This design comes from an exercise in tuning for small area and a short achievable clock period on the open sky130 flow, not from production work. RTL that was checked went through simulation tests only; none was proved equivalent to the original.

Design IOTDF, start of the top module:
module IOTDF( clk, rst, in_en, iot_in, fn_sel, busy, valid, iot_out);
Size: about 140 I/O pins, roughly 7800 um2 of cells after synthesis.
==> module IOTDF, before the edit <==
module IOTDF( clk, rst, in_en, iot_in, fn_sel, busy, valid, iot_out);
input          clk;
input          rst;
input          in_en;
input  [7:0]   iot_in;
input  [2:0]   fn_sel;
output         busy;
output         valid;
output [127:0] iot_out;
reg  [135:0] ring;
reg  [7:0]   ib;        
reg          g;         
reg          nadd;      
reg  [2:0]   fs;        
reg  [4:0]   c;         
reg  [2:0]   p;         
reg          busy_r, valid_r;
reg          win, lose;  
reg          exc;       
reg          first;     
reg          kz;        
assign busy    = busy_r;
assign valid   = valid_r;
assign iot_out = ring[127:0];
wire proc  = (c != 5'd0) & (c != 5'd17);
wire gap   = (c == 5'd16);
wire lane0 = (c == 5'd1);
wire last  = (p == 3'd7);
wire m_max  = (fs == 3'd1) | (fs == 3'd6);
wire m_rnd  = (fs == 3'd1) | (fs == 3'd2);
wire m_peak = (fs == 3'd6) | (fs == 3'd7);
wire m_mm   = m_rnd | m_peak;
wire m_avg  = (fs == 3'd3);
wire m_flt  = (fs == 3'd4) | (fs == 3'd5);
wire better    = m_max ? gt : lt;
wire worse     = m_max ? lt : gt;
wire eq_st     = ~win & ~lose;
wire load      = m_flt | ((m_rnd | (m_peak & first)) & (p == 3'd0));
wire dwr       = proc & (load | (m_mm & (win | (eq_st & ~worse))));
wire beat      = proc & eq_st & better & ~load;
wire       fresh  = m_avg & (p == 3'd0);
wire       addon  = m_avg & proc;
wire [7:0] wold   = fresh ? 8'd0 : ring[132:125];
wire [7:0] asum   = addon ? ib : wold;
wire [7:0] nwold  = nadd ? ring[124:117] : 8'd0;
wire [7:0] ag = iot_in & nwold;
wire [7:0] ap = iot_in | nwold;
wire [8:0] ac;
assign ac[0] = 1'b0;
genvar j, k;
generate
  for (j = 1; j < 9; j = j + 1) begin : cla
    wire [j-1:0] terms;
    for (k = 0; k < j; k = k + 1) begin : tm
      if (k == j - 1) begin : last
        assign terms[k] = ag[k];
      end else begin : mid
        assign terms[k] = ag[k] & (&ap[j-1:k+1]);
      end
    end
    assign ac[j] = |terms;
  end
endgenerate
wire [8:0] nsum = {ac[8], iot_in ^ nwold ^ ac[7:0]};
wire [7:0] rb = ring[135:128];
wire [7:0] cg = ib & ~rb;      
wire [7:0] cl = ~ib & rb;
wire [7:0] ce = ~(cg | cl);
wire [7:0] gtt, ltt;
generate
  for (j = 0; j < 8; j = j + 1) begin : cmp
    if (j == 7) begin : msb
      assign gtt[j] = cg[j];
      assign ltt[j] = cl[j];
    end else begin : oth
      assign gtt[j] = cg[j] & (&ce[7:j+1]);
      assign ltt[j] = cl[j] & (&ce[7:j+1]);
    end
  end
endgenerate
wire gt = |gtt;
wire lt = |ltt;
wire [122:0] cv = {ring[119:0], ring[135:133]};
wire [122:0] cn;
wire [30:0]  pg;
wire [30:0]  q;
genvar i;
generate
  for (i = 0; i < 31; i = i + 1) begin : grp
    if (i < 30) begin : full
      assign pg[i] = &cv[4*i+3:4*i];
      assign cn[4*i+3:4*i] = cv[4*i+3:4*i] + {3'd0, g & q[i]};
    end else begin : top
      assign pg[i] = 1'b0;
      assign cn[122:120] = cv[122:120] + {2'd0, g & q[i]};
    end
    if (i == 0) begin : q0
      assign q[i] = 1'b1;
    end else begin : qi
      assign q[i] = &pg[i-1:0];
    end
  end
endgenerate
wire top_in  = fs[0] ? ((ib >= 8'hC0) | ((ib < 8'h7F) & (ib != 8'h00)))
                     : ((ib >= 8'h70) & (ib < 8'hAF));
wire top_pnd = fs[0] ? ((ib == 8'h7F) | (ib == 8'h00)) : (ib == 8'hAF);
wire nek     = kz ? (|ib) : ~(&ib);
wire v_next = m_flt ? (win | (lose & nek))
                    : (last & (m_avg | m_rnd | (m_peak & (first | exc | beat))));
always @(posedge clk) begin
    ib <= nsum[7:0];
    g  <= nsum[8];
    nadd <= ~rst & m_avg & (c != 5'd15) & ~(gap ? last : (p == 3'd0));
    fs <= fn_sel;
    ring[4:0]     <= dwr ? ib[4:0] : asum[7:3];
    ring[7:5]     <= dwr ? ib[7:5] : cn[2:0];
    ring[127:8]   <= cn[122:3];
    ring[132:128] <= ring[124:120];
    ring[135:133] <= asum[2:0];
    if (~proc) begin
        win  <= 1'b0;
        lose <= 1'b0;
    end else if (m_flt) begin
        if (lane0) begin
            win  <= top_in;
            lose <= top_pnd;
            kz   <= ~(|ib);
        end else if (lose & nek) begin
            win  <= 1'b1;
            lose <= 1'b0;
        end
    end else if (eq_st) begin
        win  <= better;
        lose <= worse;
    end
    if (rst) begin
        c       <= 5'd17;
        p       <= 3'd0;
        busy_r  <= 1'b0;
        valid_r <= 1'b0;
        first   <= 1'b1;
    end else begin
        c       <= c[4] ? 5'd0 : c + 5'd1;
        busy_r  <= (c == 5'd14);
        valid_r <= gap & v_next;
        if (gap) begin
            p <= p + 3'd1;
            if (last) first <= 1'b0;
        end
    end
    if (gap & last)
        exc <= 1'b0;
    else if (beat)
        exc <= 1'b1;
end
endmodule
Settings: LEC_CHECK=0, CAP_MARGIN=20, CORE_MARGIN=2, CORE_UTILIZATION=65, PLACE_DENSITY=0.75, SLEW_MARGIN=20; clock period 8.0 ns.
standard.sh (not shown) runs the stock make flow with config.mk's settings and CLKGATE_MAP_FILE= SYNTH_SCRIPT=/design/flow/synth_recipe.tcl, a recipe that flattens the netlist after the stock synthesis.
==> flow/flow/run.sh <==
#!/bin/bash
# Standard ORFS layout, with plain buffers (not delay cells) on the ports and
# a tighter setup target for the repair steps. Synthesis is the standard one.
set -euo pipefail
bash standard.sh synth > synth.log 2>&1
export BUFFER_PORTS_ARGS="-buffer_cell sky130_fd_sc_hd__buf_1"
export SETUP_SLACK_MARGIN=${MARGIN:-5.3}
export DONT_USE_CELLS="sky130_fd_sc_hd__clkdlybuf4s15_1 sky130_fd_sc_hd__clkdlybuf4s15_2 sky130_fd_sc_hd__clkdlybuf4s18_1 sky130_fd_sc_hd__clkdlybuf4s18_2 sky130_fd_sc_hd__clkdlybuf4s25_1 sky130_fd_sc_hd__clkdlybuf4s25_2 sky130_fd_sc_hd__clkdlybuf4s50_1 sky130_fd_sc_hd__clkdlybuf4s50_2 sky130_fd_sc_hd__dlygate4sd1_1 sky130_fd_sc_hd__dlygate4sd2_1 sky130_fd_sc_hd__dlygate4sd3_1 sky130_fd_sc_hd__dlymetal6s2s_1 sky130_fd_sc_hd__dlymetal6s4s_1 sky130_fd_sc_hd__dlymetal6s6s_1"
export CTS_ARGS="-sink_clustering_enable -repair_clock_nets -dont_use_dummy_load -buf_list {sky130_fd_sc_hd__clkbuf_4 sky130_fd_sc_hd__clkbuf_8}"
bash standard.sh > layout.log 2>&1
Rerun with:
--- a/flow/design.v
+++ b/flow/design.v
@@ -63,25 +63,10 @@
   end
 endgenerate
 wire [8:0] nsum = {ac[8], iot_in ^ nwold ^ ac[7:0]};
 wire [7:0] rb = ring[135:128];
-wire [7:0] cg = ib & ~rb;      
-wire [7:0] cl = ~ib & rb;
-wire [7:0] ce = ~(cg | cl);
-wire [7:0] gtt, ltt;
-generate
-  for (j = 0; j < 8; j = j + 1) begin : cmp
-    if (j == 7) begin : msb
-      assign gtt[j] = cg[j];
-      assign ltt[j] = cl[j];
-    end else begin : oth
-      assign gtt[j] = cg[j] & (&ce[7:j+1]);
-      assign ltt[j] = cl[j] & (&ce[7:j+1]);
-    end
-  end
-endgenerate
-wire gt = |gtt;
-wire lt = |ltt;
+wire gt = ib > rb;
+wire lt = ib < rb;
 wire [122:0] cv = {ring[119:0], ring[135:133]};
 wire [122:0] cn;
 wire [30:0]  pg;
 wire [30:0]  q;
Outcome: Sequential share of layout area came out higher by 0.29 points. Global-route usage fell by 1.5 points. Final area went down by 0.61%. Critical path depth is unchanged. Die area fell by 1.2%. Routed wire length is lower by about 8%. Worst setup slack degrades by 0.026 ns. Hold slack is worse by 0.043 ns. Count of clock-buffer cells in the layout is unchanged. Flip-flop and latch count does not change. Final cell count went down by about 1.8%. Maximum frequency drops by 0.97%.
For the second run of this note, only the layout was checked, not whether the RTL still works.

port drivers added, routing unchanged:
Ports are ideal in the flow. The routed layouts listed here were re-timed in OpenROAD. Step 1, drivers: a clkbuf_16 drives clk and a buf_2 each remaining input, both assumed. Step 2 also shifts input and output timing later by t, the mid clock arrival at the registers, as if the neighbouring blocks saw the same clock. a / b / c = ideal / step 1 / step 2; a / b = the first two.
run | shift t [ns] | setup slack, ns | worst setup path at the end | pins driven straight from the clock port
the first run | 0.463 | 5.357 / 5.322 / 4.896 | input to register | 1
the second run | 0.469 | 5.331 / 5.297 / 4.911 | input to register | 1
After both steps setup and hold are still met in every run listed. The setup slack of the first run, which loses most, moves by -0.035 ns with the drivers and by -0.461 ns with both steps.
